From an optimization exercise on the open Yosys and OpenROAD flow, aimed at small area, a short achievable clock period and few clock cycles per item; shortcuts taken in it are not production practice. Only simulation tests tie the RTL to the original design; equivalence was not proved. Power figures rest on the tool's default switching activity, not on a simulated workload.

===== design/flow/config.mk =====
export PLATFORM = sky130hd
export DESIGN_NAME = ebpc_decoder
export DESIGN_NICKNAME = ebpc_decoder
export VERILOG_FILES = /design/flow/design.v
export SDC_FILE = /design/flow/constraint.sdc
export NUM_CORES = 4
export LEC_CHECK = 0
export CAP_MARGIN = 20
export CORE_MARGIN = 2
export CORE_UTILIZATION = 40
export PLACE_DENSITY = 0.6
export SLEW_MARGIN = 20

===== design/flow/constraint.sdc =====
create_clock -name core_clock -period 12.0 [get_ports {clk_i}]
set_input_delay 2.4000 -clock core_clock [delete_from_list [all_inputs] [get_ports {clk_i}]]
set_output_delay 2.4000 -clock core_clock [all_outputs]
set_load 0.01 [all_outputs]

===== design/flow/design.v =====
package ebpc_pkg;
  localparam logic [5-1:0] ALL_ONES = 5'b00000;
  localparam logic [5-1:0] DBXZ_DBPNZ = 5'b00001;
  localparam logic [5-1:0] TWO_ONES_PREFIX = 5'b00010;
  localparam logic [5-1:0] SINGLE_ONE_PREFIX = 5'b00011;
  parameter int unsigned   LOG_MAX_WORDS = 24;
  parameter int unsigned   LOG_MAX_ZRLE_LEN = 4;
  parameter int unsigned   MAX_ZRLE_LEN = 2**LOG_MAX_ZRLE_LEN;
  parameter int unsigned   LOG_DATA_W = 3;  
  parameter int unsigned   DATA_W = 2**LOG_DATA_W;
  parameter int unsigned   BLOCK_SIZE = 8;
  parameter int unsigned   MAX_SYMB_LEN = BLOCK_SIZE > 3+$clog2(DATA_W) ? (BLOCK_SIZE > 5+$clog2(BLOCK_SIZE) ? BLOCK_SIZE : 5+$clog2(BLOCK_SIZE)): (3+$clog2(DATA_W)> 5+$clog2(BLOCK_SIZE)? 3+$clog2(DATA_W) : 5+$clog2(BLOCK_SIZE));
  typedef enum             {
                            TWO,
                            THREE_PLUS_LOGM,
                            FIVE,
                            FIVE_PLUS_LOGN,
                            N
                            } symb_len_t;
  typedef struct packed {
    logic [0:DATA_W] [BLOCK_SIZE-2:0] dbp;
    logic [DATA_W-1:0]                base;
  } dbp_block_t;
  typedef struct packed {
    logic [MAX_SYMB_LEN-1:0] symb;
    symb_len_t            len;
    logic                 zero;
  } encoding_t;
endpackage  
module fifo_slice
  #(
    parameter int unsigned W = 1
    )
  (
   input  logic  clk_i,
   input  logic  rst_ni,
   input  logic [W-1:0] din_i,
   input  logic  vld_i,
   output logic  rdy_o,
   output logic [W-1:0] dout_o,
   output logic  vld_o,
   input  logic  rdy_i
   );
  logic [W-1:0] data_d, data_q;
  typedef enum  {empty, full} state_t;
  state_t       state_d, state_q;
  assign dout_o = data_q;
  always_comb begin : fsm
    vld_o   = 1'b0;
    rdy_o = 1'b0;
    data_d  = data_q;
    state_d = state_q;
    case (state_q)
      empty: begin
        rdy_o = 1'b1;
        if (vld_i) begin
          state_d = full;
          data_d  = din_i;
        end
      end
      full: begin
        vld_o = 1'b1;
        if (rdy_i) begin
          rdy_o = 1'b1;
          if (vld_i)
            data_d = din_i;
          else
            state_d = empty;
        end
      end
      endcase  
  end  
  always @(posedge clk_i or negedge rst_ni) begin : sequential
    if (~rst_ni) begin
      state_q <= empty;
      data_q  <= '0;
    end else begin
      state_q <= state_d;
      data_q  <= data_d;
    end
  end
endmodule  
import ebpc_pkg::*;
module zrle_decoder
  (
   input logic              clk_i,
   input logic              rst_ni,
   input logic [DATA_W-1:0] znz_i,
   input logic              vld_i,
   output logic             rdy_o,
   output logic             znz_o,
   output logic             vld_o,
   input logic              flush_i,
   input logic              rdy_i
   );
  logic [2*DATA_W-1:0] stream_reg_d, stream_reg_q;
  logic [LOG_DATA_W:0] fill_state_d, fill_state_q;
  logic [LOG_MAX_ZRLE_LEN-1:0] zero_cnt_d, zero_cnt_q;
  typedef enum                 {empty, filling, full, zeros} state_t;
  state_t                      state_d, state_q;
  always_comb begin : fsm
    stream_reg_d = stream_reg_q;
    fill_state_d = fill_state_q;
    zero_cnt_d   = zero_cnt_q;
    state_d      = state_q;
    vld_o        = 1'b0;
    rdy_o        = 1'b0;
    znz_o        = stream_reg_q[2*DATA_W-1];
    case (state_q)
      empty : begin
        rdy_o = 1'b1;
        if (vld_i) begin
          state_d      = full;
          fill_state_d = DATA_W;
          stream_reg_d = {znz_i, {DATA_W{1'b0}}};
        end
      end
      full : begin
        vld_o = 1'b1;
        if (rdy_i) begin
          if (~stream_reg_q[2*DATA_W-1]) begin
            stream_reg_d = (stream_reg_q << 1+LOG_MAX_ZRLE_LEN);
            fill_state_d = fill_state_q - 1-LOG_MAX_ZRLE_LEN;
            if (stream_reg_q[2*DATA_W-2:2*DATA_W-LOG_MAX_ZRLE_LEN-1] > 'd0) begin
              state_d    = zeros;
              zero_cnt_d = stream_reg_q[2*DATA_W-2:2*DATA_W-LOG_MAX_ZRLE_LEN-1] - 1;
            end
          end else begin
            stream_reg_d = stream_reg_q << 1;
            fill_state_d = fill_state_q - 1;
          end  
          if (fill_state_d < DATA_W) begin
            rdy_o = 1'b1;
            if (vld_i) begin
              stream_reg_d         = stream_reg_d | ({znz_i, {DATA_W{1'b0}}} >> fill_state_d);
              fill_state_d         = fill_state_d + DATA_W;
            end else if (state_d != zeros)
              state_d            = filling;
          end
          if (flush_i) begin
            stream_reg_d = 'd0;
            state_d      = empty;
            fill_state_d = 'd0;
            zero_cnt_d     = 'd0;
            rdy_o = 1'b0;
          end
        end  
      end  
      filling : begin
        rdy_o = 1'b1;
        if (vld_i) begin
          stream_reg_d = stream_reg_q | ({znz_i, {DATA_W{1'b0}}} >> fill_state_q);
          fill_state_d = fill_state_q + DATA_W;
          state_d = full;
        end
        if (stream_reg_q[2*DATA_W-1] || fill_state_q > LOG_MAX_ZRLE_LEN) begin
          vld_o = 1'b1;
          if (rdy_i) begin
            if (flush_i) begin
              rdy_o = 1'b0;
              stream_reg_d = 'd0;
              state_d      = empty;
              fill_state_d = 'd0;
            end else if (stream_reg_q[2*DATA_W-1]) begin
              stream_reg_d     = stream_reg_d << 1;
              fill_state_d     = fill_state_d-1;
              if (fill_state_d == 'd0)
                state_d = empty;
            end else begin
              stream_reg_d = stream_reg_d << (LOG_MAX_ZRLE_LEN + 1);
              fill_state_d = fill_state_d - LOG_MAX_ZRLE_LEN - 1;
              if (stream_reg_q[2*DATA_W-2:2*DATA_W-LOG_MAX_ZRLE_LEN-1] > 'd0) begin
                state_d    = zeros;
                zero_cnt_d = stream_reg_q[2*DATA_W-2:2*DATA_W-LOG_MAX_ZRLE_LEN-1] - 1;
              end else if (fill_state_d == 'd0)
                state_d = empty;
            end
          end
        end
      end  
      zeros : begin
        znz_o = 1'b0;
        vld_o = 1'b1;
        if (rdy_i) begin
          if (flush_i) begin
            zero_cnt_d   = 'd0;
            state_d      = empty;
            stream_reg_d = 'd0;
          end else if (zero_cnt_q == 'd0) begin
            if (fill_state_q < DATA_W)
              state_d = filling;
            else if (fill_state_q == 'd0)
              state_d = empty;
            else
              state_d   = full;
          end else
            zero_cnt_d = zero_cnt_q - 1;
        end  
      end  
    endcase  
  end
  always_ff @(posedge clk_i or negedge rst_ni) begin : sequential
    if (~rst_ni) begin
      state_q      <= empty;
      zero_cnt_q   <= 'd0;
      stream_reg_q <= 'd0;
      fill_state_q <= 'd0;
    end else begin
      state_q      <= state_d;
      zero_cnt_q   <= zero_cnt_d;
      stream_reg_q <= stream_reg_d;
      fill_state_q <= fill_state_d;
    end  
  end
endmodule  
import ebpc_pkg::*;
module unpacker
  (
   input logic                 clk_i,
   input logic                 rst_ni,
   input logic [DATA_W-1:0]    data_i,
   input logic                 vld_i,
   output logic                rdy_o,
   output logic [DATA_W-1:0]   data_o,
   output logic [LOG_DATA_W:0] fill_state_o,
   input logic [LOG_DATA_W:0]  len_i,
   output logic                vld_o,
   input logic                 rdy_i,
   input logic                 clr_i
   );
  logic [2*DATA_W-1:0]       stream_reg_d, stream_reg_q;
  logic [LOG_DATA_W:0]     fill_state_d, fill_state_q;
  typedef enum             {idle, full, filling}                 state_t;
  state_t                      state_d, state_q;
  assign data_o = stream_reg_q[2*DATA_W-1:DATA_W];
  assign fill_state_o = fill_state_q;
  always_comb begin : fsm
    automatic logic [LOG_DATA_W:0] shift;
    shift        = 0;
    stream_reg_d = stream_reg_q;
    fill_state_d = fill_state_q;
    rdy_o        = 1'b0;
    vld_o        = 1'b0;
    state_d = state_q;
    case (state_q)
      idle: begin
        rdy_o     = 1'b1;
        if (vld_i) begin
          fill_state_d = DATA_W;
          stream_reg_d = {data_i, {DATA_W{1'b0}}};
          state_d = full;
        end
      end
      full : begin
        vld_o = 1'b1;
        if (rdy_i) begin
          shift        = len_i;
          stream_reg_d = stream_reg_q << shift;
          fill_state_d = fill_state_q - shift;
          if (fill_state_d < DATA_W) begin
            rdy_o = 1'b1;
            if (vld_i) begin
              stream_reg_d = stream_reg_d | ({data_i, {DATA_W{1'b0}}}>>fill_state_d);
              fill_state_d = fill_state_d+DATA_W;
            end else
              state_d = filling;
          end
        end  
      end  
      filling : begin
        rdy_o          = 1'b1;
        if (vld_i) begin
          state_d      = full;
          stream_reg_d = stream_reg_q | ({data_i, {DATA_W{1'b0}}}>>fill_state_d);
          fill_state_d = fill_state_q + DATA_W;
        end
        if (fill_state_q != 'd0) begin
          vld_o = 1'b1;
          if (rdy_i) begin
            shift        = len_i;
            stream_reg_d = stream_reg_d << shift;
            fill_state_d = fill_state_d - shift;
          end
        end
      end
    endcase  
    if (clr_i) begin
      rdy_o = 1'b0;
      stream_reg_d = 'd0;
      fill_state_d = 'd0;
      state_d      = idle;
    end
  end
  always_ff @(posedge(clk_i) or negedge(rst_ni)) begin : sequential
    if (~rst_ni) begin
      state_q      <= idle;
      stream_reg_q <= 'd0;
      fill_state_q <= 'd0;
    end else begin
      state_q      <= state_d;
      stream_reg_q <= stream_reg_d;
      fill_state_q <= fill_state_d;
    end
  end  
endmodule
import ebpc_pkg::*;
module expander
  (
   input logic [DATA_W-1:0]      data_i,
   output logic [LOG_DATA_W:0] zeros_o,
   output ebpc_pkg::symb_len_t             len_o,
   output logic [BLOCK_SIZE-2:0] dbx_dbp_o,
   output logic                  is_dbp_o
   );
  always_comb begin
    zeros_o   = 'd0;
    is_dbp_o  = 1'b0;
    len_o     = N;
    dbx_dbp_o = 'd0;
    if (data_i[DATA_W-1] == 1'b1) begin
      dbx_dbp_o                                                            = data_i[DATA_W-2 -: BLOCK_SIZE-1];
    end else if (data_i[DATA_W-1:DATA_W-2] == 2'b01) begin
      dbx_dbp_o                                                          = 'd0;
      len_o                                                              = TWO;
    end else if (data_i[DATA_W-1:DATA_W-3] == 3'b001) begin
      dbx_dbp_o                                                        = 'd0;
      len_o                                                            = THREE_PLUS_LOGM;
      zeros_o                                                          = data_i[DATA_W-4 -: LOG_DATA_W] + 1;
    end else if (data_i[DATA_W-1:DATA_W-5] == 5'b00000) begin
      dbx_dbp_o                                                      = {BLOCK_SIZE-1{1'b1}};
             len_o                                                   = FIVE;
           end else if (data_i[DATA_W-1:DATA_W-5] == 5'b00001) begin
             dbx_dbp_o                                             = {BLOCK_SIZE-1{1'b0}};
                    len_o                                          = FIVE;
                    is_dbp_o                                       = 1'b1;
                  end else if (data_i[DATA_W-1:DATA_W-5] == 5'b00010) begin
                    dbx_dbp_o                                    = ({2'b11, {BLOCK_SIZE-3{1'b0}}} >> data_i[DATA_W - 6 -: $clog2(BLOCK_SIZE-1)]);
                    len_o                                        = FIVE_PLUS_LOGN;
                  end else if (data_i[DATA_W-1:DATA_W-5] == 5'b00011) begin
                    dbx_dbp_o                                  = {BLOCK_SIZE-1{1'b0}} | ({1'b1, {BLOCK_SIZE-2{1'b0}}} >> data_i[DATA_W - 6 -: $clog2(BLOCK_SIZE-1)]);
                           len_o                               = FIVE_PLUS_LOGN;
                         end
  end  
endmodule  
import ebpc_pkg::*;
module symbol_decoder
  (
   input logic                          clk_i,
   input logic                          rst_ni,
   input logic [DATA_W-1:0]             data_i,
   input logic [LOG_DATA_W:0]           unpacker_fill_state_i,
   output logic [LOG_DATA_W:0]          len_o,
   input logic                          data_vld_i,
   output logic                         data_rdy_o,
   output logic [DATA_W-1:0]            data_o,
   output logic                         push_o,
   output logic                         vld_o,
   input logic                          rdy_i,
   input logic                          clr_i
   );
  logic [LOG_DATA_W:0]                dbx_cnt_d, dbx_cnt_q;
  logic [LOG_DATA_W-1:0]                  zero_cnt_d, zero_cnt_q;
  logic [BLOCK_SIZE-2:0]                expander_out;
  logic                                 expander_is_dbp;
  logic [LOG_DATA_W:0]                expander_zeros;
  ebpc_pkg::symb_len_t                            expander_len;
  logic [BLOCK_SIZE-2:0]                dbp_reg_d, dbp_reg_q;
  typedef enum                          {idle, dbx_decode, zeros} state_t;
  state_t                               state_d, state_q;
  function logic [$clog2(DATA_W+1)-1:0] get_shift(ebpc_pkg::symb_len_t s);
    if (s == TWO)
      get_shift = 2;
    else if (s == THREE_PLUS_LOGM)
      get_shift = 3 + $clog2(DATA_W);
    else if (s == FIVE)
      get_shift = 5;
    else if (s == FIVE_PLUS_LOGN)
      get_shift = 5 + $clog2(BLOCK_SIZE-1);
    else
      get_shift = BLOCK_SIZE;
  endfunction 
  always_comb begin : fsm
    data_rdy_o = 1'b0;
    vld_o      = 1'b0;
    state_d    = state_q;
    dbx_cnt_d  = dbx_cnt_q;
    zero_cnt_d = zero_cnt_q;
    dbp_reg_d  = dbp_reg_q;
    len_o      = get_shift(expander_len);
    push_o     = 1'b0;
    data_o = {dbp_reg_q ^ expander_out, {DATA_W-BLOCK_SIZE+1{1'b0}}};
    case (state_q)
      idle : begin
        data_o = data_i;
        len_o = DATA_W;
        if (unpacker_fill_state_i >= DATA_W && rdy_i) begin
          data_rdy_o = 1'b1;
          if (data_vld_i) begin
            push_o = 1'b1;
            state_d = dbx_decode;
          end
        end
      end
      dbx_decode : begin
        if (unpacker_fill_state_i >= get_shift(expander_len)) begin
          data_rdy_o = 1'b1;
          if (data_vld_i) begin
            dbx_cnt_d = dbx_cnt_q + 1;
            push_o    = 1'b1;
            if (expander_is_dbp) begin
              dbp_reg_d = expander_out;
              data_o = expander_out;
            end else
              dbp_reg_d   = expander_out ^ dbp_reg_q;
            if (|expander_zeros) begin
              zero_cnt_d  = expander_zeros - 1;
              state_d     = zeros;
              data_rdy_o  = 1'b0;
            end  
            if (dbx_cnt_q == DATA_W) begin
              dbp_reg_d = 'd0;
              state_d   = idle;
              dbx_cnt_d = 'd0;
              vld_o     = 1'b1;
            end
          end  
        end  
      end  
      zeros : begin
        push_o    = 1'b1;
        dbx_cnt_d = dbx_cnt_q + 1;
        if (zero_cnt_q == 'd0) begin
          data_rdy_o    = 1'b1;
          if (dbx_cnt_q == DATA_W) begin
            dbp_reg_d = 'd0;
            state_d   = idle;
            dbx_cnt_d = 'd0;
            vld_o = 1'b1;
          end else
            state_d = dbx_decode;
        end else begin  
          zero_cnt_d = zero_cnt_q-1;
        end  
      end  
    endcase  
    if (clr_i) begin
      dbx_cnt_d   = 'd0;
      zero_cnt_d  = 'd0;
      dbp_reg_d   = 'd0;
      state_d     = idle;
    end
  end  
  expander
    expander_i(
               .data_i(data_i),
               .zeros_o(expander_zeros),
               .len_o(expander_len),
               .dbx_dbp_o(expander_out),
               .is_dbp_o(expander_is_dbp)
               );
  always_ff @(posedge clk_i or negedge rst_ni) begin
    if (~rst_ni) begin
      dbx_cnt_q   <= 'd0;
      zero_cnt_q  <= 'd0;
      dbp_reg_q   <= 'd0;
      state_q     <= idle;
    end else begin
      dbx_cnt_q  <= dbx_cnt_d;
      zero_cnt_q <= zero_cnt_d;
      dbp_reg_q  <= dbp_reg_d;
      state_q    <= state_d;
    end
  end
endmodule  
import ebpc_pkg::*;
module buffer
  (
   input logic clk_i,
   input logic rst_ni,
   input logic [DATA_W-1:0] data_i,
   input logic push_i,
   input logic vld_i,
   output logic rdy_o,
   output ebpc_pkg::dbp_block_t data_o,
   output logic vld_o,
   input logic rdy_i,
   input logic clr_i
   );
  typedef enum {wait_base, filling, full} state_t;
  state_t      state_d, state_q;
  logic [DATA_W-1:0] base_d, base_q;
  logic [DATA_W:0][BLOCK_SIZE-2:0] shift_reg_d, shift_reg_q;
  logic                        vld_to_slice, rdy_from_slice;
  logic                        rdy_to_slice;
  ebpc_pkg::dbp_block_t                  dbp_block_to_fifo;
  always_comb begin : dbp_block_assign
    dbp_block_to_fifo.base = base_q;
    for (int i=0; i<DATA_W+1; i++)
      dbp_block_to_fifo.dbp[i] = shift_reg_q[i];
  end
  always_comb begin : fsm
    rdy_o        = 1'b0;
    shift_reg_d  = shift_reg_q;
    vld_to_slice = 1'b0;
    rdy_to_slice = rdy_i;
    state_d      = state_q;
    base_d       = base_q;
    case (state_q)
      wait_base : begin
        rdy_o = 1'b1;
        if (push_i) begin
          base_d  = data_i;
          state_d = filling;
        end
      end
      filling : begin
        rdy_o = 1'b1;
        if (push_i) begin
          shift_reg_d[DATA_W] = data_i[DATA_W-1:DATA_W-BLOCK_SIZE+1];
          for (int i=DATA_W-1; i>=0; i--)
            shift_reg_d[i] = shift_reg_q[i+1];
        end
        if (vld_i) begin
          state_d = full;
        end
      end  
      full : begin
        vld_to_slice = 1'b1;
        if (rdy_from_slice) begin
          rdy_o = 1'b1;
          if (push_i) begin
            base_d  = data_i;
            state_d = filling;
          end else
            state_d = wait_base;
        end
      end
    endcase  
    if (clr_i) begin
      for (int i=0; i<DATA_W+1; i++)
        shift_reg_d[i] = 'd0;
      base_d           = 'd0;
      state_d          = wait_base;
      rdy_to_slice     = 1'b1;
    end
  end
  always_ff @(posedge clk_i or negedge rst_ni) begin
    if (~rst_ni) begin
      for (int i=0; i<DATA_W+1; i++)
        shift_reg_q[i] <= 'd0;
      base_q           <= 'd0;
      state_q          <= wait_base;
    end else begin
      shift_reg_q <= shift_reg_d;
      base_q      <= base_d;
      state_q <= state_d;
    end
  end  
  fifo_slice #(.W((DATA_W+1)*(BLOCK_SIZE-1)+DATA_W))
    slice_i (
             .clk_i(clk_i),
             .rst_ni(rst_ni),
             .din_i(dbp_block_to_fifo),
             .vld_i(vld_to_slice),
             .rdy_o(rdy_from_slice),
             .dout_o(data_o),
             .vld_o(vld_o),
             .rdy_i(rdy_to_slice)
             );
endmodule  
import ebpc_pkg::*;
module delta_reverse
  (
   input logic                      clk_i,
   input logic                      rst_ni,
   input ebpc_pkg::dbp_block_t                data_i,
   input logic                      vld_i,
   output logic                     rdy_o,
   output logic signed [DATA_W-1:0] data_o,
   output logic                     vld_o,
   input logic                      rdy_i,
   input logic                      clr_i
   );
  logic signed [DATA_W:0]    diffs [0:BLOCK_SIZE-2];
  typedef enum               {base, stream} state_t;
  state_t                    state_d, state_q;
  logic signed [DATA_W-1:0]  acc_reg_d, acc_reg_q;
  logic [$clog2(BLOCK_SIZE-1)-1:0] diff_idx_d, diff_idx_q;
  always_comb begin
    for (int i=0; i<BLOCK_SIZE-1; i++)
      for (int j=0; j<DATA_W+1; j++)
        diffs[i][j] = data_i.dbp[j][BLOCK_SIZE-2-i];
  end
  always_comb begin : fsm
    state_d    = state_q;
    acc_reg_d  = acc_reg_q;
    rdy_o      = 1'b0;
    vld_o      = 1'b0;
    diff_idx_d = diff_idx_q;
    data_o     = acc_reg_q;
    case (state_q)
      base : begin
        diff_idx_d = 'd0;
        data_o    = data_i.base;
        if (vld_i) begin
          acc_reg_d = data_i.base + diffs[diff_idx_q];
          vld_o     = 1'b1;
          if (rdy_i) begin
            state_d    = stream;
            diff_idx_d = diff_idx_q + 'd1;
          end
        end
      end
      stream : begin
        vld_o = 1'b1;
        if (rdy_i) begin
          acc_reg_d      = acc_reg_q + diffs[diff_idx_q];
          if (diff_idx_q == 'd0) begin
            rdy_o = 1'b1;
            state_d      = base;
          end else if (diff_idx_q < BLOCK_SIZE-2)
            diff_idx_d = diff_idx_q + 'd1;
          else
            diff_idx_d = 'd0;
        end
      end  
    endcase  
    if (clr_i) begin
      state_d    = base;
      acc_reg_d  = 'd0;
      diff_idx_d = 'd0;
    end
  end
  always_ff @(posedge clk_i or negedge rst_ni) begin
    if (~rst_ni) begin
      state_q    <= base;
      acc_reg_q  <= 'd0;
      diff_idx_q <= 'd0;
    end else begin
      state_q    <= state_d;
      acc_reg_q  <= acc_reg_d;
      diff_idx_q <= diff_idx_d;
    end
  end  
endmodule  
import ebpc_pkg::*;
module bpc_decoder
  (
   input logic                          clk_i,
   input logic                          rst_ni,
   input logic [DATA_W-1:0]             bpc_i,
   input logic                          bpc_vld_i,
   output logic                         bpc_rdy_o,
   output logic [DATA_W-1:0]            data_o,
   output logic                         vld_o,
   input logic                          rdy_i,
   input logic                          clr_i
   );
  logic [DATA_W-1:0]                    data_unpacker_to_decoder;
  logic [LOG_DATA_W:0]                  fill_state_unpacker_to_decoder;
  logic [LOG_DATA_W:0]                  len_decoder_to_unpacker;
  logic                                 vld_unpacker_to_decoder, rdy_decoder_to_unpacker;
  logic [DATA_W-1:0]                    data_decoder_to_buffer;
  logic                                 push_decoder_to_buffer;
  logic                                 vld_decoder_to_buffer, rdy_buffer_to_decoder;
  ebpc_pkg::dbp_block_t                           data_buffer_to_dr;
  logic                                 vld_buffer_to_dr, rdy_dr_to_buffer;
  unpacker
    unpacker_i (
                .clk_i(clk_i),
                .rst_ni(rst_ni),
                .data_i(bpc_i),
                .vld_i(bpc_vld_i),
                .rdy_o(bpc_rdy_o),
                .data_o(data_unpacker_to_decoder),
                .fill_state_o(fill_state_unpacker_to_decoder),
                .len_i(len_decoder_to_unpacker),
                .vld_o(vld_unpacker_to_decoder),
                .rdy_i(rdy_decoder_to_unpacker),
                .clr_i(clr_i)
                );
  symbol_decoder
    decoder_i(
              .clk_i(clk_i),
              .rst_ni(rst_ni),
              .data_i(data_unpacker_to_decoder),
              .unpacker_fill_state_i(fill_state_unpacker_to_decoder),
              .len_o(len_decoder_to_unpacker),
              .data_vld_i(vld_unpacker_to_decoder),
              .data_rdy_o(rdy_decoder_to_unpacker),
              .data_o(data_decoder_to_buffer),
              .push_o(push_decoder_to_buffer),
              .vld_o(vld_decoder_to_buffer),
              .rdy_i(rdy_buffer_to_decoder),
              .clr_i(clr_i)
              );
  buffer
    buffer_i(
             .clk_i(clk_i),
             .rst_ni(rst_ni),
             .data_i(data_decoder_to_buffer),
             .push_i(push_decoder_to_buffer),
             .vld_i(vld_decoder_to_buffer),
             .rdy_o(rdy_buffer_to_decoder),
             .data_o(data_buffer_to_dr),
             .vld_o(vld_buffer_to_dr),
             .rdy_i(rdy_dr_to_buffer),
             .clr_i(clr_i)
             );
  delta_reverse
    dr_i(
         .clk_i(clk_i),
         .rst_ni(rst_ni),
         .data_i(data_buffer_to_dr),
         .vld_i(vld_buffer_to_dr),
         .rdy_o(rdy_dr_to_buffer),
         .data_o(data_o),
         .vld_o(vld_o),
         .rdy_i(rdy_i),
         .clr_i(clr_i)
         );
endmodule  
import ebpc_pkg::*;
module ebpc_decoder
  (
   input logic                     clk_i,
   input logic                     rst_ni,
   input logic [DATA_W-1:0]        bpc_i,
   input logic                     bpc_last_i,
   input logic                     bpc_vld_i,
   output logic                    bpc_rdy_o,
   input logic [DATA_W-1:0]        znz_i,
   input logic                     znz_last_i,
   input logic                     znz_vld_i,
   output logic                    znz_rdy_o,
   input logic [LOG_MAX_WORDS-1:0] num_words_i,
   input logic                     num_words_vld_i,
   output logic                    num_words_rdy_o,
   output logic [DATA_W-1:0]       data_o,
   output logic                    last_o,
   output logic                    vld_o,
   input logic                     rdy_i
   );
  logic [LOG_MAX_WORDS-1:0]             word_cnt_d, word_cnt_q;
  logic                                 vld_to_bpc, rdy_from_bpc;
  logic                                 block_bpc_inp_d, block_bpc_inp_q;
  assign bpc_rdy_o = (block_bpc_inp_q) ? 1'b0 : rdy_from_bpc;
  assign vld_to_bpc = (block_bpc_inp_q) ? 1'b0 : bpc_vld_i;
  logic                                 vld_to_zrld, rdy_from_zrld;
  logic                                 znz;
  logic                                 flush_to_zrld;
  logic                                 vld_from_zrld, rdy_to_zrld;
  logic                                 block_znz_inp_d, block_znz_inp_q;
  assign znz_rdy_o = (block_znz_inp_q) ? 1'b0 : rdy_from_zrld;
  assign vld_to_zrld = (block_znz_inp_q) ? 1'b0 : znz_vld_i;
  logic [DATA_W-1:0]                    data_from_bpc;
  logic                                 clr_to_bpc;
  logic                                 vld_from_bpc, rdy_to_bpc;
  typedef enum                          {idle, running, flush} state_t;
  state_t                               state_d, state_q;
  always_comb begin : fsm
    num_words_rdy_o = 1'b0;
    vld_o           = 1'b0;
    last_o          = 1'b0;
    word_cnt_d      = word_cnt_q;
    state_d         = state_q;
    flush_to_zrld   = 1'b0;
    clr_to_bpc      = 1'b0;
    data_o          = 'd0;
    rdy_to_bpc      = 1'b0;
    rdy_to_zrld     = 1'b0;
    block_bpc_inp_d = block_bpc_inp_q;
    block_znz_inp_d = block_znz_inp_q;
    case (state_q)
      idle : begin
        num_words_rdy_o = 1'b1;
        if (num_words_vld_i) begin
          word_cnt_d      = num_words_i;
          state_d         = running;
        end
      end
      running : begin
        if (vld_from_zrld) begin
          if (word_cnt_q == 'd0)
            last_o = 1'b1;
          if (znz) begin
            vld_o       = vld_from_bpc;
            data_o      = data_from_bpc;
            rdy_to_zrld = vld_from_bpc && rdy_i;
            rdy_to_bpc  = vld_from_bpc && rdy_i;
            if (vld_from_bpc && rdy_i) begin
              if (word_cnt_q == 'd0) begin
                flush_to_zrld   = 1'b1;
                clr_to_bpc      = 1'b1;
                state_d         = idle;
                block_znz_inp_d = 1'b0;
                block_bpc_inp_d = 1'b0;
              end else
                word_cnt_d = word_cnt_q-1;
            end
          end else begin
            vld_o       = 1'b1;
            rdy_to_zrld = rdy_i;
            data_o = 'd0;
            if (rdy_i) begin
              if (word_cnt_q == 'd0) begin
                flush_to_zrld = 1'b1;
                clr_to_bpc    = 1'b1;
                state_d       = idle;
                block_znz_inp_d = 1'b0;
                block_bpc_inp_d = 1'b0;
              end else
                word_cnt_d = word_cnt_q - 1;
            end
          end  
        end  
      end  
    endcase
    if (bpc_vld_i & bpc_last_i & bpc_rdy_o)
      block_bpc_inp_d = 1'b1;
    if (znz_vld_i & znz_last_i & znz_rdy_o)
      block_znz_inp_d = 1'b1;
  end  
  always_ff @(posedge clk_i or negedge rst_ni) begin : sequential
    if (~rst_ni) begin
      state_q         <= idle;
      word_cnt_q      <= 'd0;
      block_znz_inp_q <= 1'b0;
      block_bpc_inp_q <= 1'b0;
    end else begin
      state_q         <= state_d;
      word_cnt_q      <= word_cnt_d;
      block_znz_inp_q <= block_znz_inp_d;
      block_bpc_inp_q <= block_bpc_inp_d;
    end
  end
  zrle_decoder
    zrld_i (
            .clk_i(clk_i),
            .rst_ni(rst_ni),
            .znz_i(znz_i),
            .vld_i(vld_to_zrld),
            .rdy_o(rdy_from_zrld),
            .znz_o(znz),
            .vld_o(vld_from_zrld),
            .rdy_i(rdy_to_zrld),
            .flush_i(flush_to_zrld)
            );
  bpc_decoder
    bpcd_i (
            .clk_i(clk_i),
            .rst_ni(rst_ni),
            .bpc_i(bpc_i),
            .bpc_vld_i(vld_to_bpc),
            .bpc_rdy_o(rdy_from_bpc),
            .data_o(data_from_bpc),
            .vld_o(vld_from_bpc),
            .rdy_i(rdy_to_bpc),
            .clr_i(clr_to_bpc)
            );
endmodule  

===== design/flow/run.sh =====
#!/bin/bash
# synth_recipe.tcl (not shown) runs the flow's synth.tcl, then flattens the netlist and writes it again
# the make line also repeats each setting of config.mk as NAME=value (left out here)
make -C /OpenROAD-flow-scripts/flow DESIGN_CONFIG=/design/flow/config.mk WORK_HOME=/design/flow/orfs CLKGATE_MAP_FILE= SYNTH_SCRIPT=/design/flow/synth_recipe.tcl finish

==> run notes <==
[kinds of logic (layout without fill, tap and decap cells)]
| kind of cell | after synthesis | after routing | synth area share [%] |
|---|---|---|---|
| mux | 150 | 150 | 9.90 |
| buf+inv | 242 | 204 | 5.40 |
| flops | 271 | 271 | 37.9 |
| compound gates | 610 | 610 | 22.6 |
| simple gates | 699 | 699 | 18.5 |
| other cells | 0 | 1 | 0 |
| fa+ha+maj | 52 | 52 | 3.75 |
| xor+xnor | 36 | 36 | 1.92 |
[where the power goes]
group | leakage, nW | total [mW] | internal (mW) | switching [mW]
Sequential | 3.57 | 1.41 | 1.12 | 0.295
Combinational | 4.25 | 2.63 | 0.932 | 1.70
Clock | 0.571 | 1.07 | 0.639 | 0.428
[cell type report]
class	count	area, um2
fillers	4334	24300
multi-input cells	1547	10200
flip-flops and latches	271	6780
clock buffers	44	958
repair buffers	76	742
well taps	592	741
inverters	68	255
clock inverters	16	215
diodes	1	2.50
[stage by stage]
stage | worst slack [ps] | hold slack, ps
CTS | 3580 | 380
floorplan | 5630 | 429
finish | 3430 | 375
global route | 3320 | 386
global placement | 3690 | 365
detailed placement | 3610 | 367
[path summary, 6_finish.rpt]
check	from	endpoint	cells after the start
max	rdy_i	bpc_rdy_o	10
max in group asynchronous	rst_ni	zrld_i.fill_state_q[3]	2
min in group asynchronous	rst_ni	bpcd_i.unpacker_i.stream_reg_q[4]	1
min	zrld_i.state_q[26]	zrld_i.state_q[26]	0
min reg2reg	zrld_i.state_q[26]	zrld_i.state_q[26]	0
max reg2reg	bpcd_i.unpacker_i.stream_reg_q[14]	bpcd_i.unpacker_i.stream_reg_q[9]	13
[flip-flops by register name (all words and copies together), names as in the netlist]
signal                           count
bpcd_i.dr_i.state_q                  1
bpcd_i.decoder_i.dbp_reg_q           7
bpcd_i.decoder_i.state_q             2
block_znz_inp_q                      1
zrld_i.zero_cnt_q                    4
bpcd_i.decoder_i.zero_cnt_q          3
bpcd_i.dr_i.diff_idx_q               3
bpcd_i.decoder_i.dbx_cnt_q           4
state_q                              1
bpcd_i.buffer_i.slice_i.state_q      1
bpcd_i.dr_i.acc_reg_q                8
bpcd_i.unpacker_i.fill_state_q       4
bpcd_i.buffer_i.slice_i.data_q      64
block_bpc_inp_q                      1
zrld_i.fill_state_q                  4
zrld_i.state_q                      32
zrld_i.stream_reg_q                 16
bpcd_i.unpacker_i.stream_reg_q      16
bpcd_i.unpacker_i.state_q            2
word_cnt_q                          24
bpcd_i.buffer_i.base_q               8
bpcd_i.buffer_i.state_q              2
bpcd_i.buffer_i.shift_reg_q         63
[synthesized netlist by cell type, types with 16 or more instances]
library cell and number:
nand2b_1 20, o21ai_0 122, a221oi_1 19, or3_1 16
xnor2_1 25, nand2_1 225, a21o_1 23, inv_1 63
a22oi_1 22, a211oi_1 35, mux2i_1 53, and2_1 18
dfrtp_1 271, clkbuf_1 139, a31oi_1 25, nand3_1 101
a21oi_1 136, nor2_1 164, o21ai_1 45, buf_2 16
ha_1 48, mux2_2 84, nor3_1 52, nor2b_1 19
o22ai_1 21
[layer usage]
layer / global-route usage [%] / vias to the layer above / routed length (um)
met5: 0 / - / 0
met1: 31.3 / 7638 / 23800
met2: 36.2 / 545 / 24700
li1: - / 7388 / -
met4: 8.14 / 0 / 1830
met3: 3.47 / 119 / 3120
==> summary.md <==
| Metric | Value |
|---|---|
| Post-layout util | 45.0% |
| Required time worst endpoint | roughly 9600 ps |
| Slowest CP cell | nor2_4 |
| Worst skew pair latency | 560 ps |
| Synth Net Count | between 2000 and 2500 |
| Worst Path Class, Setup | primary input to primary output |
| Most frequent cells in the layout | dfrtp_1 (271), nand2_1 (225), nor2_1 (163), a21oi_1 (134), o21ai_0 (122) |
| CP delay by family, top | simple AND/OR/NAND/NOR gates |
| Iteration count of the initial detailed-routing pass | 7 |
| Largest cells by area after synthesis | dfrtp_1 (38%), mux2_2 (5.3%), nand2_1 (4.7%) |
| CP Data Arrival Time | roughly 6200 ps |
| P_leak | between 8 and 9 nW |
| Rows | between 70 and 80 |
| Initial antenna violation count | 1 |
| Post-synth EDFFs | 0 |
| WL/cell | 20.4 um |
| Initial Util | approximately two fifths |
| Die ar. | roughly 46000 um2 |
| DR iter-0 viols | approximately 1700 |
| Share of layout cells above drive strength 1 | 10.5% |
| Post-cts resize count | 0 |
| Final hold violations | 0 |
| Deepest clock path buffer count | 3 |
| CP Max Fanout | 20 |
| Core area | approximately 44000 um2 |
| Die X | between 200 and 250 um |
| Prevailing post-synth register cell | dfrtp_1 |
| Final Cell Area | just under 20000 um2 |
| I/O Buffers | 60 |
| Vias/cell | 6.00 |
| Post-Route Setup TNS | 0 ps |
| Worst min-delay path category | flop to flop |
| Routed Wire Length | ~53000 um |
| Post-route DRC | 0 |
| Final min period | about 8600 ps |
| Die span in y | about 220 um |
| Clock slew at reported path FFs | approximately 60 ps |
| Yosys warns | 9 |
| Non-filler cells, final | roughly 2600 |
| Most frequent CP cell | clkdlybuf4s50_1 |
| Post-synth top area share | between 30% and 40% |
| P per Cell Area | 257 nW/um2 |
| Post-route ant nets | 0 |
| Fin. max-slew vios | 0 |
| Io pins | just over 60 |
| Synth area leader | dfrtp_1 |
| CP Cell Sequence | clkdlybuf4s50_1 > nand2_1 > a21oi_1 > o2111ai_1 > nor2_4 > o21a_4 > o211a_1 > nor3_1 > nor4_1 > clkdlybuf4s50_1 |
| Cells after DPL | between 2000 and 3000 |
| GPL Wtd Cong | 0.963 |
| Leading cell type in the layout, fill and taps excluded | dfrtp_1 |
| Async set or reset register ratio after synthesis | 100% |
| Flop-to-flop setup slack | between 6000 and 7000 ps |
| P&R area growth vs syn | 11.1% |
| Syn Std Cell Area | 17900 um2 |
| Total GRT Usage | between 20% and 30% |
| Critical Path End Type | primary output |
| Fmax | 0.117 GHz |
| HPWL after DPL | ~37000 um |
| CTS Buf Count | 34 |
| Placed inst area | 18700 um2 |
| Avg Cell Area, Syn | slightly below 9 um2 |
| Setup Skew | between 15 and 20 ps |
| Max-cap violations | 0 |
| Cts hold-fix bufs | 0 |
| CP Launch Type | primary input |
| Largest net degree at the start of global routing | 179 |
| First-pass GRT wire length | around 85000 um |
| TritonCTS clock tree | yes |
| Worst-margin pin slew | roughly 1100 ps |
| Max VDD drop | between 150 and 200 uV |
| Setup violators final | 0 |
| Unique masters post-synth | 93 |
| Post-layout nets | roughly 2100 |
| H-tree Lvls | 2 |
| Post-synthesis sequential area ratio | a little under two fifths |
| Vias in the first global route | between 10000 and 15000 |
| Via count | 15700 |
| Clk sinks | 271 |
| WP buf/inv | 2 |
| Post CTS Setup Buffer Count | 0 |
| Yosys reg bits | 271 |
| Status | finished clean |
| Tcrit/Tclk final | between 70% and 80% |
| Cells after synthesis | approximately 2100 |
| Grt total ovfl | 0 |
| Unrepaired setup endpoints after global routing | false |
| Pwr Total | 5.11 mW |
| Slowest stage delay, CP | ~740 ps |
| Root buffer cell | clkbuf_16 |
| Slew margin rel. | between 20% and 30% |
Testbench counts, summed over its fixed seeds: cycles 32,367, words 28,155.

## port drivers added, routing unchanged
In the flow no input, the clock included, has a driving cell. The finished layout below was timed again as built, in two steps. Step 1 (the two cells are an assumption about what drives the block):
set clk [get_ports {clk_i}]
set_driving_cell -lib_cell sky130_fd_sc_hd__clkbuf_16 $clk
set_driving_cell -lib_cell sky130_fd_sc_hd__buf_2 [delete_from_list [all_inputs] $clk]
Step 2 also shifts input and output timing later by t, the mid clock arrival at the registers, as if the neighbouring blocks saw the same clock. Three values: no drivers, after step 1, after step 2; two values: the first two.
t (ns): 0.607
slack for setup (ns): 3.426 / 3.340 / 3.340
worst setup path at the end: input to output
clock arrival spread, ns: 0.020 / 0.019
pins driven straight from the clock port: 1
After both steps setup and hold are still met in this run. For this run, drivers alone change the setup slack by -0.086 ns; drivers and shift together by -0.086 ns.
